Source: an optimization exercise on an open RTL-to-GDS flow (aim: small area and a short achievable clock period). Production flows keep margins and buffers that such runs may drop.
Function was not checked in any run shown here: the RTL went through the layout flow alone.
The flow treats the clock pin as an ideal source, which a real chip does not have.

==> flow/design.v <==
module prng (
    input logic [31:0] seed,
    output logic [31:0] rand_num,
    input logic clk,
    input logic rst
);
    logic [31:0] state;
    wire [30:0] x = state[30:0];
    wire [30:0] xn = ~state[30:0];
    wire [30:0] nxt;
    wire s0; wire c0;
    assign s0 = 1'b1 ^ x[2] ^ xn[0];
    assign c0 = (1'b1 & x[2]) | (1'b1 & xn[0]) | (x[2] & xn[0]);
    wire s1; wire c1;
    assign s1 = 1'b1 ^ x[3] ^ xn[1];
    assign c1 = (1'b1 & x[3]) | (1'b1 & xn[1]) | (x[3] & xn[1]);
    wire s2; wire c2;
    fa u2 (.a(x[4]), .b(xn[2]), .c(xn[0]), .s(s2), .co(c2));
    wire s3; wire c3;
    fa u3 (.a(x[5]), .b(xn[3]), .c(xn[1]), .s(s3), .co(c3));
    wire s4; wire c4;
    assign s4 = 1'b0 ^ x[4] ^ x[2];
    assign c4 = (1'b0 & x[4]) | (1'b0 & x[2]) | (x[4] & x[2]);
    wire s5; wire c5;
    fa u5 (.a(x[6]), .b(c3), .c(~s4), .s(s5), .co(c5));
    wire s6; wire c6;
    fa u6 (.a(x[7]), .b(xn[5]), .c(xn[3]), .s(s6), .co(c6));
    wire s7; wire c7;
    fa u7 (.a(x[0]), .b(~c4), .c(s6), .s(s7), .co(c7));
    wire s8; wire c8;
    fa u8 (.a(x[8]), .b(xn[6]), .c(xn[4]), .s(s8), .co(c8));
    wire s9; wire c9;
    fa u9 (.a(x[1]), .b(c6), .c(s8), .s(s9), .co(c9));
    wire s10; wire c10;
    assign s10 = 1'b1 ^ x[9] ^ x[2];
    assign c10 = (1'b1 & x[9]) | (1'b1 & x[2]) | (x[9] & x[2]);
    wire s11; wire c11;
    fa u11 (.a(xn[7]), .b(xn[5]), .c(xn[0]), .s(s11), .co(c11));
    wire s12; wire c12;
    fa u12 (.a(c8), .b(s10), .c(s11), .s(s12), .co(c12));
    wire s13; wire c13;
    fa u13 (.a(xn[8]), .b(xn[6]), .c(xn[1]), .s(s13), .co(c13));
    wire s14; wire c14;
    fa u14 (.a(x[10]), .b(x[3]), .c(c10), .s(s14), .co(c14));
    wire s15; wire c15;
    fa u15 (.a(c11), .b(s13), .c(c12), .s(s15), .co(c15));
    wire s16; wire c16;
    fa u16 (.a(xn[9]), .b(xn[7]), .c(xn[2]), .s(s16), .co(c16));
    wire s17; wire c17;
    fa u17 (.a(x[11]), .b(x[4]), .c(c13), .s(s17), .co(c17));
    wire s18; wire c18;
    fa u18 (.a(s16), .b(c14), .c(s17), .s(s18), .co(c18));
    wire s19; wire c19;
    assign s19 = 1'b1 ^ x[12] ^ x[5];
    assign c19 = (1'b1 & x[12]) | (1'b1 & x[5]) | (x[12] & x[5]);
    wire s20; wire c20;
    fa u20 (.a(xn[10]), .b(xn[8]), .c(xn[3]), .s(s20), .co(c20));
    wire s21; wire c21;
    fa u21 (.a(x[0]), .b(c16), .c(s19), .s(s21), .co(c21));
    wire s22; wire c22;
    fa u22 (.a(s20), .b(c17), .c(s21), .s(s22), .co(c22));
    wire s23; wire c23;
    assign s23 = 1'b1 ^ x[13] ^ x[6];
    assign c23 = (1'b1 & x[13]) | (1'b1 & x[6]) | (x[13] & x[6]);
    wire s24; wire c24;
    fa u24 (.a(xn[11]), .b(xn[9]), .c(xn[4]), .s(s24), .co(c24));
    wire s25; wire c25;
    fa u25 (.a(x[1]), .b(c19), .c(c20), .s(s25), .co(c25));
    wire s26; wire c26;
    fa u26 (.a(s23), .b(s24), .c(c21), .s(s26), .co(c26));
    wire s27; wire c27;
    fa u27 (.a(s25), .b(c22), .c(s26), .s(s27), .co(c27));
    wire s28; wire c28;
    fa u28 (.a(x[14]), .b(x[7]), .c(x[2]), .s(s28), .co(c28));
    wire s29; wire c29;
    fa u29 (.a(xn[12]), .b(xn[10]), .c(xn[5]), .s(s29), .co(c29));
    wire s30; wire c30;
    fa u30 (.a(x[0]), .b(c23), .c(c24), .s(s30), .co(c30));
    wire s31; wire c31;
    fa u31 (.a(s28), .b(s29), .c(c25), .s(s31), .co(c31));
    wire s32; wire c32;
    fa u32 (.a(s30), .b(c26), .c(s31), .s(s32), .co(c32));
    wire s33; wire c33;
    fa u33 (.a(x[15]), .b(x[8]), .c(x[3]), .s(s33), .co(c33));
    wire s34; wire c34;
    fa u34 (.a(xn[13]), .b(xn[11]), .c(xn[6]), .s(s34), .co(c34));
    wire s35; wire c35;
    fa u35 (.a(x[1]), .b(c28), .c(c29), .s(s35), .co(c35));
    wire s36; wire c36;
    fa u36 (.a(s33), .b(s34), .c(c30), .s(s36), .co(c36));
    wire s37; wire c37;
    fa u37 (.a(s35), .b(c31), .c(s36), .s(s37), .co(c37));
    wire s38; wire c38;
    fa u38 (.a(xn[14]), .b(xn[12]), .c(xn[7]), .s(s38), .co(c38));
    wire s39; wire c39;
    fa u39 (.a(x[9]), .b(x[4]), .c(x[2]), .s(s39), .co(c39));
    wire s40; wire c40;
    fa u40 (.a(x[16]), .b(c33), .c(c34), .s(s40), .co(c40));
    wire s41; wire c41;
    fa u41 (.a(s38), .b(s39), .c(c35), .s(s41), .co(c41));
    wire s42; wire c42;
    fa u42 (.a(s40), .b(c36), .c(s41), .s(s42), .co(c42));
    wire s43; wire c43;
    assign s43 = 1'b0 ^ x[15] ^ x[13];
    assign c43 = (1'b0 & x[15]) | (1'b0 & x[13]) | (x[15] & x[13]);
    wire s44; wire c44;
    fa u44 (.a(x[10]), .b(x[5]), .c(x[3]), .s(s44), .co(c44));
    wire s45; wire c45;
    fa u45 (.a(xn[8]), .b(xn[0]), .c(x[17]), .s(s45), .co(c45));
    wire s46; wire c46;
    fa u46 (.a(c38), .b(c39), .c(~s43), .s(s46), .co(c46));
    wire s47; wire c47;
    fa u47 (.a(s44), .b(s45), .c(c40), .s(s47), .co(c47));
    wire s48; wire c48;
    fa u48 (.a(s46), .b(c41), .c(s47), .s(s48), .co(c48));
    wire s49; wire c49;
    fa u49 (.a(xn[14]), .b(xn[9]), .c(xn[1]), .s(s49), .co(c49));
    wire s50; wire c50;
    fa u50 (.a(x[11]), .b(x[6]), .c(x[4]), .s(s50), .co(c50));
    wire s51; wire c51;
    fa u51 (.a(xn[16]), .b(~c43), .c(c44), .s(s51), .co(c51));
    wire s52; wire c52;
    fa u52 (.a(x[18]), .b(s49), .c(s50), .s(s52), .co(c52));
    wire s53; wire c53;
    fa u53 (.a(c45), .b(c46), .c(s51), .s(s53), .co(c53));
    wire s54; wire c54;
    fa u54 (.a(s52), .b(c47), .c(s53), .s(s54), .co(c54));
    wire s55; wire c55;
    fa u55 (.a(xn[15]), .b(xn[10]), .c(xn[2]), .s(s55), .co(c55));
    wire s56; wire c56;
    fa u56 (.a(x[12]), .b(x[7]), .c(x[5]), .s(s56), .co(c56));
    wire s57; wire c57;
    fa u57 (.a(x[0]), .b(xn[17]), .c(x[19]), .s(s57), .co(c57));
    wire s58; wire c58;
    fa u58 (.a(c49), .b(c50), .c(s55), .s(s58), .co(c58));
    wire s59; wire c59;
    fa u59 (.a(s56), .b(s57), .c(c51), .s(s59), .co(c59));
    wire s60; wire c60;
    fa u60 (.a(c52), .b(s58), .c(c53), .s(s60), .co(c60));
    wire s61; wire c61;
    fa u61 (.a(s59), .b(s60), .c(c54), .s(s61), .co(c61));
    wire s62; wire c62;
    fa u62 (.a(x[13]), .b(x[8]), .c(x[6]), .s(s62), .co(c62));
    wire s63; wire c63;
    fa u63 (.a(xn[11]), .b(xn[3]), .c(x[1]), .s(s63), .co(c63));
    wire s64; wire c64;
    fa u64 (.a(xn[16]), .b(xn[18]), .c(x[20]), .s(s64), .co(c64));
    wire s65; wire c65;
    fa u65 (.a(c55), .b(c56), .c(s62), .s(s65), .co(c65));
    wire s66; wire c66;
    fa u66 (.a(s63), .b(c57), .c(s64), .s(s66), .co(c66));
    wire s67; wire c67;
    fa u67 (.a(c58), .b(s65), .c(s66), .s(s67), .co(c67));
    wire s68; wire c68;
    fa u68 (.a(c59), .b(s67), .c(c60), .s(s68), .co(c68));
    wire s69; wire c69;
    fa u69 (.a(x[14]), .b(x[9]), .c(x[7]), .s(s69), .co(c69));
    wire s70; wire c70;
    fa u70 (.a(xn[12]), .b(xn[4]), .c(x[2]), .s(s70), .co(c70));
    wire s71; wire c71;
    fa u71 (.a(xn[17]), .b(xn[19]), .c(x[21]), .s(s71), .co(c71));
    wire s72; wire c72;
    fa u72 (.a(c62), .b(c63), .c(s69), .s(s72), .co(c72));
    wire s73; wire c73;
    fa u73 (.a(s70), .b(c64), .c(s71), .s(s73), .co(c73));
    wire s74; wire c74;
    fa u74 (.a(c65), .b(s72), .c(c66), .s(s74), .co(c74));
    wire s75; wire c75;
    fa u75 (.a(s73), .b(c67), .c(s74), .s(s75), .co(c75));
    wire s76; wire c76;
    assign s76 = 1'b1 ^ x[15] ^ x[10];
    assign c76 = (1'b1 & x[15]) | (1'b1 & x[10]) | (x[15] & x[10]);
    wire s77; wire c77;
    fa u77 (.a(xn[13]), .b(xn[5]), .c(xn[0]), .s(s77), .co(c77));
    wire s78; wire c78;
    fa u78 (.a(x[8]), .b(x[3]), .c(xn[18]), .s(s78), .co(c78));
    wire s79; wire c79;
    fa u79 (.a(xn[20]), .b(c69), .c(c70), .s(s79), .co(c79));
    wire s80; wire c80;
    fa u80 (.a(x[22]), .b(s76), .c(s77), .s(s80), .co(c80));
    wire s81; wire c81;
    fa u81 (.a(s78), .b(c71), .c(c72), .s(s81), .co(c81));
    wire s82; wire c82;
    fa u82 (.a(s79), .b(s80), .c(c73), .s(s82), .co(c82));
    wire s83; wire c83;
    fa u83 (.a(s81), .b(c74), .c(s82), .s(s83), .co(c83));
    wire s84; wire c84;
    fa u84 (.a(xn[14]), .b(xn[6]), .c(xn[1]), .s(s84), .co(c84));
    wire s85; wire c85;
    fa u85 (.a(x[11]), .b(x[9]), .c(x[4]), .s(s85), .co(c85));
    wire s86; wire c86;
    fa u86 (.a(x[16]), .b(xn[19]), .c(xn[21]), .s(s86), .co(c86));
    wire s87; wire c87;
    fa u87 (.a(c76), .b(c77), .c(s84), .s(s87), .co(c87));
    wire s88; wire c88;
    fa u88 (.a(s85), .b(x[23]), .c(c78), .s(s88), .co(c88));
    wire s89; wire c89;
    fa u89 (.a(s86), .b(c79), .c(c80), .s(s89), .co(c89));
    wire s90; wire c90;
    fa u90 (.a(s87), .b(s88), .c(c81), .s(s90), .co(c90));
    wire s91; wire c91;
    fa u91 (.a(s89), .b(c82), .c(s90), .s(s91), .co(c91));
    wire s92; wire c92;
    fa u92 (.a(xn[15]), .b(xn[7]), .c(xn[2]), .s(s92), .co(c92));
    wire s93; wire c93;
    fa u93 (.a(x[12]), .b(x[10]), .c(x[5]), .s(s93), .co(c93));
    wire s94; wire c94;
    fa u94 (.a(x[17]), .b(xn[20]), .c(xn[22]), .s(s94), .co(c94));
    wire s95; wire c95;
    fa u95 (.a(c84), .b(c85), .c(s92), .s(s95), .co(c95));
    wire s96; wire c96;
    fa u96 (.a(s93), .b(x[24]), .c(c86), .s(s96), .co(c96));
    wire s97; wire c97;
    fa u97 (.a(s94), .b(c87), .c(s95), .s(s97), .co(c97));
    wire s98; wire c98;
    fa u98 (.a(c88), .b(s96), .c(c89), .s(s98), .co(c98));
    wire s99; wire c99;
    fa u99 (.a(s97), .b(c90), .c(s98), .s(s99), .co(c99));
    wire s100; wire c100;
    fa u100 (.a(x[13]), .b(x[11]), .c(x[6]), .s(s100), .co(c100));
    wire s101; wire c101;
    fa u101 (.a(xn[8]), .b(xn[3]), .c(x[0]), .s(s101), .co(c101));
    wire s102; wire c102;
    fa u102 (.a(xn[16]), .b(x[18]), .c(xn[21]), .s(s102), .co(c102));
    wire s103; wire c103;
    fa u103 (.a(c92), .b(c93), .c(s100), .s(s103), .co(c103));
    wire s104; wire c104;
    fa u104 (.a(s101), .b(xn[23]), .c(x[25]), .s(s104), .co(c104));
    wire s105; wire c105;
    fa u105 (.a(s102), .b(c94), .c(c95), .s(s105), .co(c105));
    wire s106; wire c106;
    fa u106 (.a(s103), .b(s104), .c(c96), .s(s106), .co(c106));
    wire s107; wire c107;
    fa u107 (.a(c97), .b(s105), .c(s106), .s(s107), .co(c107));
    wire s108; wire c108;
    fa u108 (.a(c98), .b(s107), .c(c99), .s(s108), .co(c108));
    wire s109; wire c109;
    fa u109 (.a(x[14]), .b(x[12]), .c(x[7]), .s(s109), .co(c109));
    wire s110; wire c110;
    fa u110 (.a(xn[9]), .b(xn[4]), .c(x[1]), .s(s110), .co(c110));
    wire s111; wire c111;
    fa u111 (.a(xn[17]), .b(x[19]), .c(xn[22]), .s(s111), .co(c111));
    wire s112; wire c112;
    fa u112 (.a(c100), .b(c101), .c(s109), .s(s112), .co(c112));
    wire s113; wire c113;
    fa u113 (.a(s110), .b(xn[24]), .c(x[26]), .s(s113), .co(c113));
    wire s114; wire c114;
    fa u114 (.a(c102), .b(s111), .c(c103), .s(s114), .co(c114));
    wire s115; wire c115;
    fa u115 (.a(s112), .b(c104), .c(s113), .s(s115), .co(c115));
    wire s116; wire c116;
    fa u116 (.a(c105), .b(s114), .c(s115), .s(s116), .co(c116));
    wire s117; wire c117;
    fa u117 (.a(c106), .b(s116), .c(c107), .s(s117), .co(c117));
    wire s118; wire c118;
    fa u118 (.a(x[15]), .b(x[13]), .c(x[8]), .s(s118), .co(c118));
    wire s119; wire c119;
    fa u119 (.a(xn[10]), .b(xn[5]), .c(x[2]), .s(s119), .co(c119));
    wire s120; wire c120;
    fa u120 (.a(xn[18]), .b(c109), .c(c110), .s(s120), .co(c120));
    wire s121; wire c121;
    fa u121 (.a(x[20]), .b(s118), .c(s119), .s(s121), .co(c121));
    wire s122; wire c122;
    fa u122 (.a(xn[23]), .b(xn[25]), .c(x[27]), .s(s122), .co(c122));
    wire s123; wire c123;
    fa u123 (.a(c111), .b(c112), .c(s120), .s(s123), .co(c123));
    wire s124; wire c124;
    fa u124 (.a(s121), .b(c113), .c(s122), .s(s124), .co(c124));
    wire s125; wire c125;
    fa u125 (.a(c114), .b(s123), .c(c115), .s(s125), .co(c125));
    wire s126; wire c126;
    fa u126 (.a(s124), .b(c116), .c(s125), .s(s126), .co(c126));
    wire s127; wire c127;
    fa u127 (.a(x[14]), .b(x[9]), .c(x[3]), .s(s127), .co(c127));
    wire s128; wire c128;
    fa u128 (.a(xn[11]), .b(xn[6]), .c(x[16]), .s(s128), .co(c128));
    wire s129; wire c129;
    fa u129 (.a(xn[19]), .b(c118), .c(c119), .s(s129), .co(c129));
    wire s130; wire c130;
    fa u130 (.a(x[21]), .b(s127), .c(s128), .s(s130), .co(c130));
    wire s131; wire c131;
    fa u131 (.a(xn[24]), .b(xn[26]), .c(x[28]), .s(s131), .co(c131));
    wire s132; wire c132;
    fa u132 (.a(c120), .b(c121), .c(s129), .s(s132), .co(c132));
    wire s133; wire c133;
    fa u133 (.a(s130), .b(c122), .c(s131), .s(s133), .co(c133));
    wire s134; wire c134;
    fa u134 (.a(c123), .b(s132), .c(c124), .s(s134), .co(c134));
    wire s135; wire c135;
    fa u135 (.a(s133), .b(c125), .c(s134), .s(s135), .co(c135));
    wire s136; wire c136;
    fa u136 (.a(x[15]), .b(x[10]), .c(x[4]), .s(s136), .co(c136));
    wire s137; wire c137;
    fa u137 (.a(xn[12]), .b(xn[7]), .c(x[17]), .s(s137), .co(c137));
    wire s138; wire c138;
    fa u138 (.a(xn[20]), .b(x[22]), .c(c127), .s(s138), .co(c138));
    wire s139; wire c139;
    fa u139 (.a(s136), .b(c128), .c(s137), .s(s139), .co(c139));
    wire s140; wire c140;
    fa u140 (.a(xn[25]), .b(xn[27]), .c(x[29]), .s(s140), .co(c140));
    wire s141; wire c141;
    fa u141 (.a(c129), .b(s138), .c(c130), .s(s141), .co(c141));
    wire s142; wire c142;
    fa u142 (.a(s139), .b(c131), .c(s140), .s(s142), .co(c142));
    wire s143; wire c143;
    fa u143 (.a(c132), .b(s141), .c(c133), .s(s143), .co(c143));
    wire s144; wire c144;
    fa u144 (.a(s142), .b(c134), .c(s143), .s(s144), .co(c144));
    wire s145;
    assign s145 = x[11] ^ x[5] ^ x[0];
    wire s146;
    assign s146 = xn[13] ^ xn[8] ^ x[16];
    wire s147;
    assign s147 = x[18] ^ xn[21] ^ c136;
    wire s148;
    assign s148 = s145 ^ x[23] ^ s146;
    wire s149;
    assign s149 = c137 ^ xn[26] ^ xn[28];
    wire s150;
    assign s150 = c138 ^ s147 ^ x[30];
    wire s151;
    assign s151 = s148 ^ c139 ^ s149;
    wire s152;
    assign s152 = c140 ^ s150 ^ c141;
    wire s153;
    assign s153 = s151 ^ c142 ^ s152;
    wire s154;
    assign s154 = c143 ^ s153 ^ c144;
    wire [30:0] ra, rb;
    assign ra[0] = x[0];
    assign rb[0] = 1'b1;
    assign ra[1] = x[1];
    assign rb[1] = 1'b0;
    assign ra[2] = s0;
    assign rb[2] = 1'b0;
    assign ra[3] = c0;
    assign rb[3] = s1;
    assign ra[4] = c1;
    assign rb[4] = s2;
    assign ra[5] = c2;
    assign rb[5] = s3;
    assign ra[6] = s5;
    assign rb[6] = 1'b0;
    assign ra[7] = c5;
    assign rb[7] = s7;
    assign ra[8] = c7;
    assign rb[8] = s9;
    assign ra[9] = c9;
    assign rb[9] = s12;
    assign ra[10] = s14;
    assign rb[10] = s15;
    assign ra[11] = c15;
    assign rb[11] = s18;
    assign ra[12] = c18;
    assign rb[12] = s22;
    assign ra[13] = s27;
    assign rb[13] = 1'b0;
    assign ra[14] = c27;
    assign rb[14] = s32;
    assign ra[15] = c32;
    assign rb[15] = s37;
    assign ra[16] = c37;
    assign rb[16] = s42;
    assign ra[17] = c42;
    assign rb[17] = s48;
    assign ra[18] = c48;
    assign rb[18] = s54;
    assign ra[19] = s61;
    assign rb[19] = 1'b0;
    assign ra[20] = c61;
    assign rb[20] = s68;
    assign ra[21] = c68;
    assign rb[21] = s75;
    assign ra[22] = c75;
    assign rb[22] = s83;
    assign ra[23] = c83;
    assign rb[23] = s91;
    assign ra[24] = c91;
    assign rb[24] = s99;
    assign ra[25] = s108;
    assign rb[25] = 1'b0;
    assign ra[26] = c108;
    assign rb[26] = s117;
    assign ra[27] = c117;
    assign rb[27] = s126;
    assign ra[28] = c126;
    assign rb[28] = s135;
    assign ra[29] = c135;
    assign rb[29] = s144;
    assign ra[30] = s154;
    assign rb[30] = 1'b0;
    wire [30:0] g0 = ra & rb;
    wire [30:0] p0 = ra ^ rb;
    wire gg1 = g0[1] | (p0[1] & g0[0]);
    wire gg2 = g0[2] | (p0[2] & gg1);
    wire gg3 = g0[3] | (p0[3] & g0[2]);
    wire pp3 = p0[3] & p0[2];
    wire gg4 = gg3 | (pp3 & gg1);
    wire gg5 = g0[4] | (p0[4] & g0[3]);
    wire pp5 = p0[4] & p0[3];
    wire gg6 = gg5 | (pp5 & gg2);
    wire gg7 = g0[5] | (p0[5] & g0[4]);
    wire pp7 = p0[5] & p0[4];
    wire gg8 = gg7 | (pp7 & g0[3]);
    wire pp8 = pp7 & p0[3];
    wire gg9 = gg8 | (pp8 & gg2);
    wire gg10 = g0[6] | (p0[6] & gg9);
    wire gg11 = g0[7] | (p0[7] & g0[6]);
    wire pp11 = p0[7] & p0[6];
    wire gg12 = gg11 | (pp11 & gg9);
    wire gg13 = g0[8] | (p0[8] & g0[7]);
    wire pp13 = p0[8] & p0[7];
    wire gg14 = gg13 | (pp13 & gg10);
    wire gg15 = g0[9] | (p0[9] & g0[8]);
    wire pp15 = p0[9] & p0[8];
    wire gg16 = gg15 | (pp15 & gg11);
    wire pp16 = pp15 & pp11;
    wire gg17 = gg16 | (pp16 & gg9);
    wire gg18 = g0[10] | (p0[10] & gg17);
    wire gg19 = g0[11] | (p0[11] & g0[10]);
    wire pp19 = p0[11] & p0[10];
    wire gg20 = gg19 | (pp19 & gg17);
    wire gg21 = g0[12] | (p0[12] & g0[11]);
    wire pp21 = p0[12] & p0[11];
    wire gg22 = gg21 | (pp21 & gg18);
    wire gg23 = g0[13] | (p0[13] & gg22);
    wire gg24 = g0[14] | (p0[14] & g0[13]);
    wire pp24 = p0[14] & p0[13];
    wire gg25 = gg24 | (pp24 & gg22);
    wire gg26 = g0[15] | (p0[15] & g0[14]);
    wire pp26 = p0[15] & p0[14];
    wire gg27 = gg26 | (pp26 & gg23);
    wire gg28 = g0[16] | (p0[16] & g0[15]);
    wire pp28 = p0[16] & p0[15];
    wire gg29 = gg28 | (pp28 & g0[14]);
    wire pp29 = pp28 & p0[14];
    wire gg30 = gg29 | (pp29 & gg23);
    wire gg31 = g0[17] | (p0[17] & g0[16]);
    wire pp31 = p0[17] & p0[16];
    wire gg32 = gg31 | (pp31 & gg26);
    wire pp32 = pp31 & pp26;
    wire gg33 = gg32 | (pp32 & gg23);
    wire gg34 = g0[18] | (p0[18] & g0[17]);
    wire pp34 = p0[18] & p0[17];
    wire gg35 = gg34 | (pp34 & gg28);
    wire pp35 = pp34 & pp28;
    wire gg36 = gg35 | (pp35 & gg25);
    wire gg37 = g0[19] | (p0[19] & gg36);
    wire gg38 = g0[20] | (p0[20] & g0[19]);
    wire pp38 = p0[20] & p0[19];
    wire gg39 = gg38 | (pp38 & gg36);
    wire gg40 = g0[21] | (p0[21] & g0[20]);
    wire pp40 = p0[21] & p0[20];
    wire gg41 = gg40 | (pp40 & g0[19]);
    wire pp41 = pp40 & p0[19];
    wire gg42 = gg41 | (pp41 & gg36);
    wire gg43 = g0[22] | (p0[22] & g0[21]);
    wire pp43 = p0[22] & p0[21];
    wire gg44 = gg43 | (pp43 & g0[20]);
    wire pp44 = pp43 & p0[20];
    wire gg45 = gg44 | (pp44 & gg37);
    wire gg46 = g0[23] | (p0[23] & g0[22]);
    wire pp46 = p0[23] & p0[22];
    wire gg47 = gg46 | (pp46 & gg40);
    wire pp47 = pp46 & pp40;
    wire gg48 = gg47 | (pp47 & gg37);
    wire gg49 = g0[24] | (p0[24] & g0[23]);
    wire pp49 = p0[24] & p0[23];
    wire gg50 = gg49 | (pp49 & gg43);
    wire pp50 = pp49 & pp43;
    wire gg51 = gg50 | (pp50 & gg39);
    wire gg52 = g0[25] | (p0[25] & gg51);
    wire gg53 = g0[26] | (p0[26] & g0[25]);
    wire pp53 = p0[26] & p0[25];
    wire gg54 = gg53 | (pp53 & gg51);
    wire gg55 = g0[27] | (p0[27] & g0[26]);
    wire pp55 = p0[27] & p0[26];
    wire gg56 = gg55 | (pp55 & g0[25]);
    wire pp56 = pp55 & p0[25];
    wire gg57 = gg56 | (pp56 & gg51);
    wire gg58 = g0[28] | (p0[28] & g0[27]);
    wire pp58 = p0[28] & p0[27];
    wire gg59 = gg58 | (pp58 & g0[26]);
    wire pp59 = pp58 & p0[26];
    wire gg60 = gg59 | (pp59 & gg52);
    wire gg61 = g0[29] | (p0[29] & g0[28]);
    wire pp61 = p0[29] & p0[28];
    wire gg62 = gg61 | (pp61 & gg55);
    wire pp62 = pp61 & pp55;
    wire gg63 = gg62 | (pp62 & gg52);
    wire gg64 = g0[29] | (p0[29] & gg58);
    wire pp64 = p0[29] & pp58;
    wire gg65 = g0[30] | (p0[30] & gg64);
    wire pp65 = p0[30] & pp64;
    wire gg66 = gg65 | (pp65 & gg54);
    assign nxt[0] = p0[0];
    assign nxt[1] = p0[1] ^ g0[0];
    assign nxt[2] = p0[2] ^ gg1;
    assign nxt[3] = p0[3] ^ gg2;
    assign nxt[4] = p0[4] ^ gg4;
    assign nxt[5] = p0[5] ^ gg6;
    assign nxt[6] = p0[6] ^ gg9;
    assign nxt[7] = p0[7] ^ gg10;
    assign nxt[8] = p0[8] ^ gg12;
    assign nxt[9] = p0[9] ^ gg14;
    assign nxt[10] = p0[10] ^ gg17;
    assign nxt[11] = p0[11] ^ gg18;
    assign nxt[12] = p0[12] ^ gg20;
    assign nxt[13] = p0[13] ^ gg22;
    assign nxt[14] = p0[14] ^ gg23;
    assign nxt[15] = p0[15] ^ gg25;
    assign nxt[16] = p0[16] ^ gg27;
    assign nxt[17] = p0[17] ^ gg30;
    assign nxt[18] = p0[18] ^ gg33;
    assign nxt[19] = p0[19] ^ gg36;
    assign nxt[20] = p0[20] ^ gg37;
    assign nxt[21] = p0[21] ^ gg39;
    assign nxt[22] = p0[22] ^ gg42;
    assign nxt[23] = p0[23] ^ gg45;
    assign nxt[24] = p0[24] ^ gg48;
    assign nxt[25] = p0[25] ^ gg51;
    assign nxt[26] = p0[26] ^ gg52;
    assign nxt[27] = p0[27] ^ gg54;
    assign nxt[28] = p0[28] ^ gg57;
    assign nxt[29] = p0[29] ^ gg60;
    assign nxt[30] = p0[30] ^ gg63;
    always_ff @(posedge clk) begin
        if (rst) begin
            state <= seed;
        end else begin
            state <= {1'b0, nxt};
        end
        rand_num <= state;
    end
endmodule
module fa (
    input  logic a,
    input  logic b,
    input  logic c,
    output logic s,
    output logic co
);
    assign s = a ^ b ^ c;
    assign co = (a & b) | (a & c) | (b & c);
endmodule
==> flow/flow/run.sh <==
#!/bin/bash
# Standard layout with two changes: the smallest buffer on each port, and
# useful clock skew between registers after clock tree synthesis (skew.tcl).
export BUFFER_PORTS_ARGS="-buffer_cell sky130_fd_sc_hd__buf_1"
export POST_CTS_TCL="$PWD/flow/skew.tcl"
export SKIP_CTS_REPAIR_TIMING=1
bash standard.sh > standard.log 2>&1
==> flow/flow/skew.py <==
#!/usr/bin/env python3
"""Plan a later clock arrival for registers (useful skew).

usage: skew.py PATHS PERIOD

PATHS holds lines "kind from to slack" as skew.tcl writes them. A delay D[r]
(>= 0) on register r's clock changes a register-to-register path s->e by
D[s] - D[e]. The plan finds the smallest period T such that:
  setup   (PERIOD - slack) + D[s] - D[e] <= T      for register pairs
  hold    slack + D[s] - D[e] >= HOLD_MARGIN
  output  (PERIOD - slack) + D[s] <= T            (the skew may only hurt)
  input   (PERIOD - slack) <= T                   (no gain from the skew)
  D[r] <= DMAX
and prints, for each register that needs a delay, a chain of delay cells.
"""
import sys

DMAX = 1.2
HOLD_MARGIN = 0.3
LEVEL_COST = 0.15
# cells and the delay each adds in front of one register's clock pin (ns)
CELLS = [
    ('sky130_fd_sc_hd__clkbuf_1', 0.09, 3.75),
    ('sky130_fd_sc_hd__dlygate4sd1_1', 0.20, 8.76),
    ('sky130_fd_sc_hd__clkdlybuf4s50_1', 0.46, 10.01),
]

path_file, period = sys.argv[1], float(sys.argv[2])
setup, hold, outp, inp, inhold = {}, {}, {}, {}, {}
regs = set()
for line in open(path_file):
    f = line.split()
    if len(f) != 4:
        continue
    kind, s, e, sl = f[0], f[1], f[2], float(f[3])
    if kind == 'max':
        setup[(s, e)] = min(setup.get((s, e), 1e9), sl)
        regs.update((s, e))
    elif kind == 'min':
        hold[(s, e)] = min(hold.get((s, e), 1e9), sl)
        regs.update((s, e))
    elif kind == 'outmax':
        outp[s] = min(outp.get(s, 1e9), sl)
        regs.add(s)
    elif kind == 'inmax':
        inp[e] = min(inp.get(e, 1e9), sl)
        regs.add(e)
    elif kind == 'inmin':
        inhold[e] = min(inhold.get(e, 1e9), sl)
        regs.add(e)
regs = sorted(regs)
idx = {r: i + 1 for i, r in enumerate(regs)}


def solve(T):
    # difference constraints x[b] >= x[a] + w as edges (a, b, w); longest path
    edges = []
    for r in regs:
        ub = DMAX
        if r in inhold:
            ub = min(ub, max(0.0, inhold[r] - HOLD_MARGIN))
        if r in outp:
            ub = min(ub, T - (period - outp[r]))
        if ub < 0:
            return None
        edges.append((0, idx[r], 0.0))
        edges.append((idx[r], 0, -ub))
    for (s, e), sl in setup.items():
        d = period - sl
        if s == e:
            if d > T:
                return None
            continue
        edges.append((idx[s], idx[e], d - T))
    for (s, e), sl in hold.items():
        if s == e:
            continue
        # D[e] - D[s] <= sl - margin
        edges.append((idx[e], idx[s], -max(0.0, sl - HOLD_MARGIN)))
    for e, sl in inp.items():
        if period - sl > T:
            return None
    n = len(regs) + 1
    x = [0.0] + [-1e18] * (n - 1)
    for it in range(n + 1):
        changed = False
        for a, b, w in edges:
            if x[a] > -1e17 and x[a] + w > x[b] + 1e-9:
                x[b] = x[a] + w
                changed = True
        if not changed:
            return {r: x[idx[r]] for r in regs}
        if x[0] > 1e-9:
            return None
    return None


t0 = max([period - sl for sl in setup.values()] + [period - sl for sl in inp.values()]
         + [period - sl for sl in outp.values()])
lo, hi = 0.0, t0
if solve(hi) is None:
    print(f'# no skew plan (T0 {t0:.3f})')
    sys.exit(0)
for _ in range(40):
    m = (lo + hi) / 2
    if solve(m) is None:
        lo = m
    else:
        hi = m
T = hi
D = solve(T)
print(f'# period without skew {t0:.3f}, with skew {T:.3f}')


CELL_D = {c[0]: c[1] for c in CELLS}


def chain(delta):
    # fewest-area chain of cells whose delay is closest to delta
    best = None
    for a in range(0, 4):
        for b in range(0, 4):
            for c in range(0, 4):
                if a + b + c == 0 or a + b + c > 4:
                    continue
                n = (a, b, c)
                d = sum(k * cell[1] for k, cell in zip(n, CELLS))
                area = sum(k * cell[2] for k, cell in zip(n, CELLS))
                cost = abs(d - delta) + 0.004 * area
                if best is None or cost < best[0]:
                    best = (cost, n)
    out = []
    for k, cell in zip(best[1], CELLS):
        out += [cell[0]] * k
    return out


# Shared delays: the registers are put on a few levels; level k is reached
# through a cascade of delay stages, each stage driving the registers of its
# level and the next stage.
need = sorted((D[r], r) for r in regs if D[r] >= 0.06)
if not need:
    sys.exit(0)
vals = [v for v, _ in need]


def levels_for(k):
    # 1-D k-means on the wanted delays
    cent = [vals[int((i + 0.5) * len(vals) / k)] for i in range(k)]
    for _ in range(50):
        groups = [[] for _ in cent]
        for v in vals:
            groups[min(range(k), key=lambda i: abs(v - cent[i]))].append(v)
        cent = [sum(g) / len(g) if g else c for g, c in zip(groups, cent)]
    err = sum(min(abs(v - c) for c in cent) for v in vals)
    return sorted(cent), err


best = None
for k in range(1, 7):
    cent, err = levels_for(k)
    cost = err + LEVEL_COST * k
    if best is None or cost < best[0]:
        best = (cost, cent)
cent = best[1]
prev = 0.0
real = 0.0
lev_of = {r: min(range(len(cent)), key=lambda i: abs(v - cent[i])) + 1 for v, r in need}
for k, c in enumerate(cent, 1):
    # each stage ends in a stronger buffer that drives its registers and the
    # next stage
    nload = sum(1 for r in lev_of if lev_of[r] == k) + (1 if k < len(cent) else 0)
    driver = ('sky130_fd_sc_hd__clkbuf_8', 0.12) if nload > 3 else ('sky130_fd_sc_hd__clkbuf_4', 0.12)
    rest = c - real - driver[1]
    cells = chain(rest) if rest > 0.05 else []
    cells.append(driver[0])
    real += sum(CELL_D.get(x, driver[1]) for x in cells)
    print('stage', k, f'{c:.3f}', ' '.join(cells))
for v, r in need:
    print('level', r, lev_of[r], f'{v:.3f}')
==> flow/flow/skew.tcl <==
# Useful clock skew between registers, run after clock tree synthesis
# (POST_CTS_TCL). It measures the worst setup and hold slack of every
# register-to-register path, and the worst slack of every path from an input
# and to an output, then asks skew.py for a later clock arrival for each
# register that shortens the period set by the register-to-register paths.
# Paths from the inputs and to the outputs get no gain from it: an input path
# must meet that period without the skew, and an output path must meet it with
# the skew. The delays are made by clock buffers put in front of the
# registers' clock pins.

set skew_dir [file dirname [file normalize [info script]]]
set work_dir [file dirname $skew_dir]
set_propagated_clock [all_clocks]
estimate_parasitics -placement

set regs [all_registers -cells]
set clkpin [dict create]
set dpin [dict create]
set cellof [dict create]
foreach r $regs {
  set n [get_full_name $r]
  dict set cellof $n $r
  foreach p [get_pins -of_objects $r] {
    set pn [get_property $p lib_pin_name]
    if { $pn == "CLK" } { dict set clkpin $n $p }
    if { $pn == "D" } { dict set dpin $n $p }
  }
}

set f [open $work_dir/skew_paths.txt w]
foreach r $regs {
  set n [get_full_name $r]
  set cp [dict get $clkpin $n]
  foreach {kind pd} {max max min min} {
    set paths [find_timing_paths -from $cp -path_delay $pd \
      -group_path_count 10000 -endpoint_path_count 1 -unique_paths_to_endpoint]
    foreach p $paths {
      set ep [get_property $p endpoint]
      set epn [get_full_name $ep]
      if { [get_property $ep direction] == "output" } {
        puts $f "out$kind $n - [get_property $p slack]"
      } else {
        set einst [get_full_name [get_cells -of_objects $ep]]
        puts $f "$kind $n $einst [get_property $p slack]"
      }
    }
  }
  set dp [dict get $dpin $n]
  foreach {kind pd} {inmax max inmin min} {
    set paths [find_timing_paths -from [all_inputs] -to $dp -path_delay $pd]
    foreach p $paths {
      puts $f "$kind - $n [get_property $p slack]"
    }
  }
}
close $f

set period [get_property [lindex [all_clocks] 0] period]
exec python3 $skew_dir/skew.py $work_dir/skew_paths.txt $period > $work_dir/skew_plan.txt
puts "skew plan:"
puts [exec cat $work_dir/skew_plan.txt]

set block [ord::get_db_block]
set stages {}
set level [dict create]
foreach line [split [exec cat $work_dir/skew_plan.txt] "\n"] {
  if { [lindex $line 0] == "stage" } { lappend stages [lrange $line 3 end] }
  if { [lindex $line 0] == "level" } { dict set level [lindex $line 1] [lindex $line 2] }
}
set nbuf 0
set drv_net ""
set k 0
foreach cells $stages {
  incr k
  set pins {}
  set sx 0
  set sy 0
  set np 0
  dict for {n lv} $level {
    if { $lv >= $k } {
      lappend pins [dict get $clkpin $n]
      set loc [[sta::sta_to_db_inst [dict get $cellof $n]] getLocation]
      set sx [expr { $sx + [lindex $loc 0] }]
      set sy [expr { $sy + [lindex $loc 1] }]
      incr np
    }
  }
  if { $np == 0 } { break }
  set xy [list [ord::dbu_to_microns [expr { $sx / $np }]] [ord::dbu_to_microns [expr { $sy / $np }]]]
  foreach cell $cells {
    if { $drv_net == "" } {
      set net [get_nets -of_objects [lindex $pins end]]
      insert_buffer -buffer_cell $cell -net $net -load_pins $pins -load_pins_on_diff_nets \
        -location $xy -buffer_name skewbuf_$nbuf -net_name skewnet_$nbuf
    } else {
      insert_buffer -buffer_cell $cell -net $drv_net -load_pins $pins \
        -location $xy -buffer_name skewbuf_$nbuf -net_name skewnet_$nbuf
    }
    set drv_net [get_nets skewnet_$nbuf]
    set bnet [$block findNet skewnet_$nbuf]
    if { $bnet ne "NULL" && $bnet ne "" } { $bnet setSigType CLOCK }
    incr nbuf
  }
}
puts "skew buffers inserted: $nbuf"

detailed_placement
check_placement -verbose
estimate_parasitics -placement
report_worst_slack -max
report_worst_slack -min
==> flow/standard.sh <==
#!/bin/bash
# synth_recipe.tcl (not shown) runs the flow's synth.tcl, then flattens the netlist and writes it again
# the make line also repeats each setting of config.mk as NAME=value (left out here)
make -C /OpenROAD-flow-scripts/flow DESIGN_CONFIG=/design/flow/config.mk WORK_HOME=/design/flow/orfs CLKGATE_MAP_FILE= SYNTH_SCRIPT=/design/flow/synth_recipe.tcl "${@:-finish}"
==> flow/config.mk <==
export PLATFORM = sky130hd
export DESIGN_NAME = prng
export DESIGN_NICKNAME = prng
export VERILOG_FILES = /design/flow/design.v
export SDC_FILE = /design/flow/constraint.sdc
export NUM_CORES = 4
export LEC_CHECK = 0
export CAP_MARGIN = 20
export CORE_MARGIN = 2
export CORE_UTILIZATION = 50
export CTS_BUF_LIST = sky130_fd_sc_hd__clkbuf_4 sky130_fd_sc_hd__clkbuf_8
export SETUP_SLACK_MARGIN = 3.0
export SLEW_MARGIN = 20
export SYNTH_HIERARCHICAL = 1
==> flow/constraint.sdc <==
create_clock -name core_clock -period 7.0 [get_ports {clk}]
set_input_delay 1.4000 -clock core_clock [delete_from_list [all_inputs] [get_ports {clk}]]
set_output_delay 1.4000 -clock core_clock [all_outputs]
set_load 0.01 [all_outputs]
==> results.sh, run 1 <==
export IMPL_drtPass1Iterations=4
export IMPL_cts_tree="done"
export IMPL_postLayoutSetupSlackWorst_ps=2920
export IMPL_synth_most_common_cell="fa_1"
export IMPL_final_design_area_no_fill_mm2=0.00719
export IMPL_yosysUniqueCellTypes=37
export IMPL_clock_skew_ps=1080
export IMPL_crit_chain="inv_8, fa_1, fa_1, ha_4, a21o_1, a31o_4, a21o_1, fa_2, a211oi_4, nor3_4, o21a_1, o21a_1, a41o_1, ha_2, a21o_1, a21o_1, a21oi_2, xnor2_1, o21ai_1"
export IMPL_holdPathEnd="state[30]"
export IMPL_grt_util_all_layers_pct=24.4
export IMPL_rows=39
export IMPL_ios=66
export IMPL_clkTransAtPathRegs_ps=70
export IMPL_rsz0062_at_grt="yes"
export IMPL_netlist_area_mm2=0.00580
export IMPL_start_kind="register"
export IMPL_timing_slew_headroom_pct=62.3
export IMPL_synth_area_leaders="fa_1 48%, dfxtp_1 22%, ha_1 8.0%"
export IMPL_crit_reg2reg_launch="state[5]"
export IMPL_multiInputGateArea_mm2=0.00454
export IMPL_ant_nets=0
export IMPL_end_kind="register"
export IMPL_max_freq_mhz=245
export IMPL_hold_depth=6
export IMPL_path_class="reg2reg"
export IMPL_synth_avg_cell_area_um2=12.7
export IMPL_finalHoldWorstSlack_ps=133
export IMPL_critical_path_required_ps=8000
export IMPL_grt_pass1_vias=4036
export IMPL_r2r_end="state[29]"
export IMPL_worstMarginPinSlew_ps=566
export IMPL_reg2reg_slack_ps=2920
export IMPL_vias_per_cell=5.20
export IMPL_fillCellCount=901
export IMPL_grt_pass1_wl_um=22300
export IMPL_initial_core_util_pct=51.1
export IMPL_place_area_mm2=0.00636
export IMPL_drt_iter0_drc=162
export IMPL_die_h_um=112
export IMPL_io_buffers=65
export IMPL_yosys_warnings=7
export IMPL_critPathSlowestCell="fa_1"
export IMPL_maxSlewViolCount=0
export IMPL_ys_flop_type="dfxtp_1"
export IMPL_die_area_mm2=0.0125
export IMPL_syn_to_final_growth_pct=23.8
export IMPL_grt_overflow=0
export IMPL_core_area_mm2=0.0114
export IMPL_final_nets=795
export IMPL_hp_class="reg2reg"
export IMPL_grt_max_degree=60
export IMPL_period_share_pct=58.3
export IMPL_synth_commonest_cells="138 x fa_1, 64 x dfxtp_1, 50 x inv_1, 37 x ha_1"
export IMPL_yosysTopAreaCell="fa_1"
export IMPL_dp_slack_ps=1830
export IMPL_cp_arrival_ps=5090
export IMPL_drc=0
export IMPL_cts_sinks=64
export IMPL_finalSetupViolations=0
export IMPL_status="complete, no violations"
export IMPL_syn_instance_count=456
export IMPL_async_flop_share_pct=0
export IMPL_seq_area_frac_synth_pct=22.1
export IMPL_min_from="state[0]"
export IMPL_synth_top_area_share_pct=47.6
export IMPL_hold_violations=0
export IMPL_die_x_um=112
export IMPL_routed_wirelength_um=13900
export IMPL_critPathMaxFanout=6
export IMPL_antenna_found_initial=1
export IMPL_layout_drive_gt1_share_pct=26.7
export IMPL_cpMostUsedCell="a21o_1"
export IMPL_via_count=3820
export IMPL_maxCapViolCount=0
export IMPL_synth_net_count=665
export IMPL_dp_hpwl_um=10800
export IMPL_clock_latency_ps=1440
export IMPL_worst_r2r_cell_count=19
export IMPL_synth_edf_count=0
export IMPL_synth_ff_latch_count=64
export IMPL_setup_tns_ps=0
export IMPL_period_minus_slack_ps=4080
export IMPL_cpPeakStageDelay_ps=600
export IMPL_gp_congestion=0.911
export IMPL_post_drt_wl_per_cell_um=19.0
export IMPL_seq_area_mm2=0.00135
cell families after synthesis:
family	share of synthesized area (%)
fa+ha+maj	55.6
mux	1.55
simple gates	3.34
flops	22.1
buf+inv	3.62
compound gates	7.87
xor+xnor	5.97
Yosys stat by module (local to each module, per instance):
module,cells inside,times used
prng,319,1
fa,1,137
how the worst max path moves through the flow:
stage,start,end,slack [ps]
after floorplan,state[3],state[30],2280
after global placement,state[6],state[30],1850
after detailed placement,state[6],state[30],1830
after global routing,state[5],state[29],2780
final,state[5],state[29],2920
state kept, by name, indices dropped and copies added (netlist names):
register,cells
rand_num,32
state,32
stage by stage:
step / cells / utilization, %
after floorplan: 456 / -
after global placement: 659 / 55.9
after detailed placement: 659 / 55.9
after global routing: 734 / 63.2
final: 735 / 63.2
final cells by class, clock buffers not listed:
cell class	count	share of cell area (%)
Clock inverter	5	0.435
Tap cell	143	2.49
Multi-Input combinational cell	336	63.2
Sequential cell	64	18.8
Inverter	50	2.87
Timing Repair Buffer	118	9.35
Antenna cell	1	0.0348
placed cells by master (no fill, tap or decap), types with 3 or more instances in the layout:
master    count
a21o_1       12
a21oi_1       7
a21oi_2       7
buf_1        64
buf_4        50
clkbuf_4      5
clkbuf_8     11
clkinv_2      3
dfxtp_1      44
dfxtp_4      18
fa_1        129
fa_2          9
ha_1         26
ha_2          3
ha_4          8
inv_1        35
inv_2        11
mux2_2        8
nand2_1      27
nor2_1        3
o21a_1        3
o21ai_0      14
o21ai_1       9
xnor2_1      29
xor2_1        8
metal layers:
metal / part of all wire, % / vias up / GRT usage [%]
met5: 0.065 / - / 0
met4: 2.2 / 2 / 9.79
met3: 5.1 / 22 / 5.39
met2: 47 / 95 / 37.2
met1: 45 / 1970 / 34.3
li1: - / 1731 / -
critical path, delay by kind of cell (launching register included):
kind,cells,cell delay [ps]
compound gates,11,2130
xor+xnor,1,140
fa+ha+maj,5,1890
buf+inv,1,50
flops,1,410
simple gates,1,80
==> run 2: changes to the inputs <==
--- a/flow/design.v
+++ b/flow/design.v
@@ -139,5 +139,5 @@
     fa u60 (.a(c52), .b(s58), .c(c53), .s(s60), .co(c60));
     wire s61; wire c61;
-    fa u61 (.a(s59), .b(s60), .c(c54), .s(s61), .co(c61));
+    fa u61 (.a(s59), .b(c54), .c(s60), .s(s61), .co(c61));
     wire s62; wire c62;
     fa u62 (.a(x[13]), .b(x[8]), .c(x[6]), .s(s62), .co(c62));
@@ -151,7 +151,7 @@
     fa u66 (.a(s63), .b(c57), .c(s64), .s(s66), .co(c66));
     wire s67; wire c67;
-    fa u67 (.a(c58), .b(s65), .c(s66), .s(s67), .co(c67));
+    fa u67 (.a(c58), .b(s65), .c(c59), .s(s67), .co(c67));
     wire s68; wire c68;
-    fa u68 (.a(c59), .b(s67), .c(c60), .s(s68), .co(c68));
+    fa u68 (.a(s66), .b(s67), .c(c60), .s(s68), .co(c68));
     wire s69; wire c69;
     fa u69 (.a(x[14]), .b(x[9]), .c(x[7]), .s(s69), .co(c69));
@@ -196,5 +196,5 @@
     fa u88 (.a(s85), .b(x[23]), .c(c78), .s(s88), .co(c88));
     wire s89; wire c89;
-    fa u89 (.a(s86), .b(c79), .c(c80), .s(s89), .co(c89));
+    fa u89 (.a(c79), .b(s86), .c(c80), .s(s89), .co(c89));
     wire s90; wire c90;
     fa u90 (.a(s87), .b(s88), .c(c81), .s(s90), .co(c90));
@@ -206,11 +206,11 @@
     fa u93 (.a(x[12]), .b(x[10]), .c(x[5]), .s(s93), .co(c93));
     wire s94; wire c94;
-    fa u94 (.a(x[17]), .b(xn[20]), .c(xn[22]), .s(s94), .co(c94));
+    fa u94 (.a(x[17]), .b(c84), .c(c85), .s(s94), .co(c94));
     wire s95; wire c95;
-    fa u95 (.a(c84), .b(c85), .c(s92), .s(s95), .co(c95));
+    fa u95 (.a(xn[20]), .b(xn[22]), .c(s92), .s(s95), .co(c95));
     wire s96; wire c96;
     fa u96 (.a(s93), .b(x[24]), .c(c86), .s(s96), .co(c96));
     wire s97; wire c97;
-    fa u97 (.a(s94), .b(c87), .c(s95), .s(s97), .co(c97));
+    fa u97 (.a(c87), .b(s94), .c(s95), .s(s97), .co(c97));
     wire s98; wire c98;
     fa u98 (.a(c88), .b(s96), .c(c89), .s(s98), .co(c98));
@@ -228,5 +228,5 @@
     fa u104 (.a(s101), .b(xn[23]), .c(x[25]), .s(s104), .co(c104));
     wire s105; wire c105;
-    fa u105 (.a(s102), .b(c94), .c(c95), .s(s105), .co(c105));
+    fa u105 (.a(c94), .b(s102), .c(c95), .s(s105), .co(c105));
     wire s106; wire c106;
     fa u106 (.a(s103), .b(s104), .c(c96), .s(s106), .co(c106));
@@ -240,17 +240,17 @@
     fa u110 (.a(xn[9]), .b(xn[4]), .c(x[1]), .s(s110), .co(c110));
     wire s111; wire c111;
-    fa u111 (.a(xn[17]), .b(x[19]), .c(xn[22]), .s(s111), .co(c111));
+    fa u111 (.a(xn[17]), .b(c100), .c(c101), .s(s111), .co(c111));
     wire s112; wire c112;
-    fa u112 (.a(c100), .b(c101), .c(s109), .s(s112), .co(c112));
+    fa u112 (.a(x[19]), .b(s109), .c(s110), .s(s112), .co(c112));
     wire s113; wire c113;
-    fa u113 (.a(s110), .b(xn[24]), .c(x[26]), .s(s113), .co(c113));
+    fa u113 (.a(xn[22]), .b(xn[24]), .c(x[26]), .s(s113), .co(c113));
     wire s114; wire c114;
-    fa u114 (.a(c102), .b(s111), .c(c103), .s(s114), .co(c114));
+    fa u114 (.a(c102), .b(c103), .c(s111), .s(s114), .co(c114));
     wire s115; wire c115;
     fa u115 (.a(s112), .b(c104), .c(s113), .s(s115), .co(c115));
     wire s116; wire c116;
-    fa u116 (.a(c105), .b(s114), .c(s115), .s(s116), .co(c116));
+    fa u116 (.a(c105), .b(s114), .c(c106), .s(s116), .co(c116));
     wire s117; wire c117;
-    fa u117 (.a(c106), .b(s116), .c(c107), .s(s117), .co(c117));
+    fa u117 (.a(s115), .b(c107), .c(s116), .s(s117), .co(c117));
     wire s118; wire c118;
     fa u118 (.a(x[15]), .b(x[13]), .c(x[8]), .s(s118), .co(c118));
@@ -294,15 +294,15 @@
     fa u137 (.a(xn[12]), .b(xn[7]), .c(x[17]), .s(s137), .co(c137));
     wire s138; wire c138;
-    fa u138 (.a(xn[20]), .b(x[22]), .c(c127), .s(s138), .co(c138));
+    fa u138 (.a(xn[20]), .b(c127), .c(x[22]), .s(s138), .co(c138));
     wire s139; wire c139;
-    fa u139 (.a(s136), .b(c128), .c(s137), .s(s139), .co(c139));
+    fa u139 (.a(c128), .b(s136), .c(s137), .s(s139), .co(c139));
     wire s140; wire c140;
-    fa u140 (.a(xn[25]), .b(xn[27]), .c(x[29]), .s(s140), .co(c140));
+    fa u140 (.a(xn[25]), .b(xn[27]), .c(c129), .s(s140), .co(c140));
     wire s141; wire c141;
-    fa u141 (.a(c129), .b(s138), .c(c130), .s(s141), .co(c141));
+    fa u141 (.a(x[29]), .b(s138), .c(c130), .s(s141), .co(c141));
     wire s142; wire c142;
-    fa u142 (.a(s139), .b(c131), .c(s140), .s(s142), .co(c142));
+    fa u142 (.a(s139), .b(c131), .c(c132), .s(s142), .co(c142));
     wire s143; wire c143;
-    fa u143 (.a(c132), .b(s141), .c(c133), .s(s143), .co(c143));
+    fa u143 (.a(s140), .b(s141), .c(c133), .s(s143), .co(c143));
     wire s144; wire c144;
     fa u144 (.a(s142), .b(c134), .c(s143), .s(s144), .co(c144));
@@ -314,13 +314,13 @@
     assign s147 = x[18] ^ xn[21] ^ c136;
     wire s148;
-    assign s148 = s145 ^ x[23] ^ s146;
+    assign s148 = s145 ^ x[23] ^ c137;
     wire s149;
-    assign s149 = c137 ^ xn[26] ^ xn[28];
+    assign s149 = s146 ^ xn[26] ^ xn[28];
     wire s150;
     assign s150 = c138 ^ s147 ^ x[30];
     wire s151;
-    assign s151 = s148 ^ c139 ^ s149;
+    assign s151 = c139 ^ s148 ^ c140;
     wire s152;
-    assign s152 = c140 ^ s150 ^ c141;
+    assign s152 = s149 ^ c141 ^ s150;
     wire s153;
     assign s153 = s151 ^ c142 ^ s152;
@@ -452,46 +452,36 @@
     wire gg40 = g0[21] | (p0[21] & g0[20]);
     wire pp40 = p0[21] & p0[20];
-    wire gg41 = gg40 | (pp40 & g0[19]);
-    wire pp41 = pp40 & p0[19];
-    wire gg42 = gg41 | (pp41 & gg36);
-    wire gg43 = g0[22] | (p0[22] & g0[21]);
-    wire pp43 = p0[22] & p0[21];
-    wire gg44 = gg43 | (pp43 & g0[20]);
-    wire pp44 = pp43 & p0[20];
-    wire gg45 = gg44 | (pp44 & gg37);
-    wire gg46 = g0[23] | (p0[23] & g0[22]);
-    wire pp46 = p0[23] & p0[22];
-    wire gg47 = gg46 | (pp46 & gg40);
-    wire pp47 = pp46 & pp40;
-    wire gg48 = gg47 | (pp47 & gg37);
-    wire gg49 = g0[24] | (p0[24] & g0[23]);
-    wire pp49 = p0[24] & p0[23];
-    wire gg50 = gg49 | (pp49 & gg43);
-    wire pp50 = pp49 & pp43;
-    wire gg51 = gg50 | (pp50 & gg39);
-    wire gg52 = g0[25] | (p0[25] & gg51);
-    wire gg53 = g0[26] | (p0[26] & g0[25]);
-    wire pp53 = p0[26] & p0[25];
-    wire gg54 = gg53 | (pp53 & gg51);
-    wire gg55 = g0[27] | (p0[27] & g0[26]);
-    wire pp55 = p0[27] & p0[26];
-    wire gg56 = gg55 | (pp55 & g0[25]);
-    wire pp56 = pp55 & p0[25];
+    wire gg41 = gg40 | (pp40 & gg37);
+    wire gg42 = g0[22] | (p0[22] & gg40);
+    wire pp42 = p0[22] & pp40;
+    wire gg43 = gg42 | (pp42 & gg37);
+    wire gg44 = g0[23] | (p0[23] & g0[22]);
+    wire pp44 = p0[23] & p0[22];
+    wire gg45 = gg44 | (pp44 & gg40);
+    wire pp45 = pp44 & pp40;
+    wire gg46 = gg45 | (pp45 & gg37);
+    wire gg47 = g0[24] | (p0[24] & g0[23]);
+    wire pp47 = p0[24] & p0[23];
+    wire gg48 = g0[22] | (p0[22] & g0[21]);
+    wire pp48 = p0[22] & p0[21];
+    wire gg49 = gg47 | (pp47 & gg48);
+    wire pp49 = pp47 & pp48;
+    wire gg50 = gg49 | (pp49 & gg39);
+    wire gg51 = g0[25] | (p0[25] & gg50);
+    wire gg52 = g0[26] | (p0[26] & g0[25]);
+    wire pp52 = p0[26] & p0[25];
+    wire gg53 = gg52 | (pp52 & gg50);
+    wire gg54 = g0[27] | (p0[27] & g0[26]);
+    wire pp54 = p0[27] & p0[26];
+    wire gg55 = gg54 | (pp54 & gg51);
+    wire gg56 = g0[28] | (p0[28] & gg54);
+    wire pp56 = p0[28] & pp54;
     wire gg57 = gg56 | (pp56 & gg51);
-    wire gg58 = g0[28] | (p0[28] & g0[27]);
-    wire pp58 = p0[28] & p0[27];
-    wire gg59 = gg58 | (pp58 & g0[26]);
-    wire pp59 = pp58 & p0[26];
-    wire gg60 = gg59 | (pp59 & gg52);
-    wire gg61 = g0[29] | (p0[29] & g0[28]);
-    wire pp61 = p0[29] & p0[28];
-    wire gg62 = gg61 | (pp61 & gg55);
-    wire pp62 = pp61 & pp55;
-    wire gg63 = gg62 | (pp62 & gg52);
-    wire gg64 = g0[29] | (p0[29] & gg58);
-    wire pp64 = p0[29] & pp58;
-    wire gg65 = g0[30] | (p0[30] & gg64);
-    wire pp65 = p0[30] & pp64;
-    wire gg66 = gg65 | (pp65 & gg54);
+    wire gg58 = g0[29] | (p0[29] & g0[28]);
+    wire pp58 = p0[29] & p0[28];
+    wire gg59 = gg58 | (pp58 & gg54);
+    wire pp59 = pp58 & pp54;
+    wire gg60 = gg59 | (pp59 & gg51);
+    wire gg61 = g0[30] | (p0[30] & gg60);
     assign nxt[0] = p0[0];
     assign nxt[1] = p0[1] ^ g0[0];
@@ -516,13 +506,13 @@
     assign nxt[20] = p0[20] ^ gg37;
     assign nxt[21] = p0[21] ^ gg39;
-    assign nxt[22] = p0[22] ^ gg42;
-    assign nxt[23] = p0[23] ^ gg45;
-    assign nxt[24] = p0[24] ^ gg48;
-    assign nxt[25] = p0[25] ^ gg51;
-    assign nxt[26] = p0[26] ^ gg52;
-    assign nxt[27] = p0[27] ^ gg54;
-    assign nxt[28] = p0[28] ^ gg57;
-    assign nxt[29] = p0[29] ^ gg60;
-    assign nxt[30] = p0[30] ^ gg63;
+    assign nxt[22] = p0[22] ^ gg41;
+    assign nxt[23] = p0[23] ^ gg43;
+    assign nxt[24] = p0[24] ^ gg46;
+    assign nxt[25] = p0[25] ^ gg50;
+    assign nxt[26] = p0[26] ^ gg51;
+    assign nxt[27] = p0[27] ^ gg53;
+    assign nxt[28] = p0[28] ^ gg55;
+    assign nxt[29] = p0[29] ^ gg57;
+    assign nxt[30] = p0[30] ^ gg60;
     always_ff @(posedge clk) begin
         if (rst) begin
==> run 2 against run 1 <==
  * Still clean on timing, DRC and antenna
  * Flip-flop and latch count is the same
  * First-iteration DRC count shrank 14%
  * Fmax shrank 6.1%
==> results.sh, run 2 <==
export IMPL_core_area_mm2=0.0114
export IMPL_die_area_mm2=0.0125
export IMPL_yosys_warnings=7
export IMPL_synth_area_leaders="fa_1 48%, dfxtp_1 22%, ha_1 8.0%"
export IMPL_grt_pass1_wl_um=22500
export IMPL_cpPeakStageDelay_ps=560
export IMPL_grt_pass1_vias=4116
export IMPL_synth_net_count=659
export IMPL_dp_hpwl_um=11100
export IMPL_async_flop_share_pct=0
export IMPL_final_cell_mix="131 x fa_1, 64 x buf_1, 47 x dfxtp_1, 33 x inv_1, 30 x buf_4"
export IMPL_drc=0
export IMPL_antenna_found_initial=0
export IMPL_grt_overflow=0
export IMPL_critPathSlowestCell="fa_1"
export IMPL_status="complete, no violations"
export IMPL_layout_commonest_cell="fa_1"
export IMPL_routed_top_layer="met4"
export IMPL_cpMostUsedCell="fa_1"
export IMPL_timing_slew_headroom_pct=62.1
export IMPL_synth_most_common_cell="fa_1"
export IMPL_end_kind="register"
export IMPL_initial_core_util_pct=51.1
export IMPL_grt_max_degree=58
export IMPL_cts_tree="done"
export IMPL_layout_drive_gt1_share_pct=22.7
export IMPL_start_kind="register"
export IMPL_yosysUniqueCellTypes=41
export IMPL_synth_edf_count=0
export IMPL_place_area_mm2=0.00638
export IMPL_cp_arrival_ps=5320
export IMPL_seq_area_mm2=0.00134
export IMPL_vias_per_cell=5.18
export IMPL_wl_met2_um=6480
export IMPL_path_class="reg2reg"
export IMPL_max_freq_mhz=230
export IMPL_setup_tns_ps=0
export IMPL_synth_top_area_share_pct=47.6
export IMPL_clock_latency_ps=1280
export IMPL_maxCapViolCount=0
export IMPL_hold_violations=0
export IMPL_clkTransAtPathRegs_ps=70
export IMPL_fillCellCount=962
export IMPL_post_drt_wl_per_cell_um=19.8
export IMPL_crit_buf_inv=1
export IMPL_drt_met1_wl_um=6670
export IMPL_dp_slack_ps=1710
export IMPL_yosysTopAreaCell="fa_1"
export IMPL_clock_skew_ps=926
export IMPL_drtPass1Iterations=4
export IMPL_rows=39
export IMPL_critical_path_required_ps=7970
export IMPL_final_design_area_no_fill_mm2=0.00698
export IMPL_period_minus_slack_ps=4350
export IMPL_ys_flop_type="dfxtp_1"
export IMPL_synth_ff_latch_count=64
export IMPL_netlist_area_mm2=0.00581
export IMPL_synth_commonest_cells="138 x fa_1, 64 x dfxtp_1, 49 x inv_1, 37 x ha_1, 28 x xnor2_1"
export IMPL_final_nets=768
export IMPL_ant_nets=0
export IMPL_ios=66
export IMPL_cts_sinks=64
export IMPL_drt_iter0_drc=139
export IMPL_via_count=3662
export IMPL_grt_util_all_layers_pct=24.7
export IMPL_finalSetupViolations=0
export IMPL_critPathMaxFanout=4
export IMPL_syn_instance_count=450
export IMPL_die_h_um=112
export IMPL_die_x_um=112
export IMPL_cpLargestDelayFamily="adder cells"
export IMPL_antennaDiodeCount=0
export IMPL_worstMarginPinSlew_ps=568
export IMPL_multiInputGateArea_mm2=0.00451
export IMPL_seq_area_frac_synth_pct=22.1
export IMPL_syn_to_final_growth_pct=20.2
export IMPL_reg_top3="rand_num: 32 flops, state: 32 flops"
export IMPL_rsz0062_at_grt="yes"
export IMPL_period_share_pct=62.1
export IMPL_hp_class="reg2reg"
export IMPL_maxSlewViolCount=0
export IMPL_gp_congestion=0.950
export IMPL_io_buffers=65
export IMPL_crit_chain="buf_4, fa_1, fa_2, fa_1, fa_1, fa_1, ha_4, a21o_1, a21o_2, a2111o_1, and2_4, ha_4, a21oi_2, nor2b_1, o21a_1, o31ai_1"
export IMPL_routed_wirelength_um=14000
export IMPL_dr_wl_met3_um=581
export IMPL_synth_avg_cell_area_um2=12.9
export IMPL_postLayoutSetupSlackWorst_ps=2650
-- run 2: cell types whose count changed after synthesis, sizes merged, moves of 3 or more --
cell    delta
o21ai      -3
nand2      -5
a21oi      -4
o21bai     +5
-- run 2: Yosys stat by module, one instance, submodules excluded --
module  copies in the design  cell area [µm²]
prng                       1             3060
fa                       137             20.0
-- run 2: worst paths after layout --
path,startpoint,end,slack (ps),cells past startpoint
worst min-delay path,state[0],state[30],300,6
worst max register to register,state[8],state[28],2650,16
worst min register to register,state[0],state[30],300,6
worst max-delay path,state[8],state[28],2650,16
-- run 2: cells by family after synthesis --
group | count (synthesis) | synth area share (%)
mux | 8 | 1.55
simple gates | 44 | 3.66
buf+inv | 55 | 3.73
flops | 64 | 22.1
xor+xnor | 37 | 5.82
fa+ha+maj | 175 | 55.6
compound gates | 67 | 7.61
-- run 2: metal layers --
metal	GRT usage, %	vias to the layer above
met2	37.5	88
met1	35.6	1884
met5	0	-
li1	-	1675
met4	8.72	0
met3	5.28	15
-- run 2: cell type report, clock buffers not listed --
cell class	instances	share of cell area [%]
flip-flops and latches	64	19.2
inverters	49	2.92
repair buffers	97	7.19
multi-input cells	331	64.6
well taps	143	2.56
clock inverters	3	0.215
-- run 2: through the flow --
step           util [%]  hold slack [ps]  std cells
6_report           61.4              297        707
3_5_place_dp       56.1              316        653
5_1_grt            61.4              278        707
3_3_place_gp       56.1              317        653
2_1_floorplan         -              310        450
-- run 2: worst reg2reg max path: cells and delay by family (launching register included) --
family | cells | cell delay [ps]
AOI/OAI and AO/OA | 6 | 1410
adders and majority gates | 7 | 2710
buffers and inverters | 1 | 160
DFF | 1 | 370
and+or+nand+nor | 2 | 300

static timing again, ports no longer ideal:
Ports are ideal in the flow. The routed layouts listed here were re-timed in OpenROAD. Step 1: set_driving_cell puts a clkbuf_16 on clk and a buf_2 on each other input, an assumption about the parent block. Step 2, shift: input delay + t, output delay - t, t = (earliest + latest rising clock arrival at the registers) / 2. This alone moves slack from input paths to output paths. a / b / c = no drivers / after step 1 / after step 2; a / b = the first two.
| run | shift t [ns] | setup WS [ns] | hold WS [ns] | clock arrival spread, ns | worst register clock-pin slew, ns | worst data-port slew with drivers (ns) |
|---|---|---|---|---|---|---|
| run 1 | 0.931 | 2.916 / 2.916 / 2.916 | 0.133 / 0.133 / 0.133 | 1.078 / 1.078 | 0.10 / 0.10 | 0.04 |
| run 2 | 0.855 | 2.650 / 2.650 / 2.650 | 0.297 / 0.297 / 0.297 | 0.926 / 0.926 | 0.08 / 0.08 | 0.04 |
Clock arrivals are far apart in run 1 and run 2, so t is only a midpoint there and step 2 fits no single register.
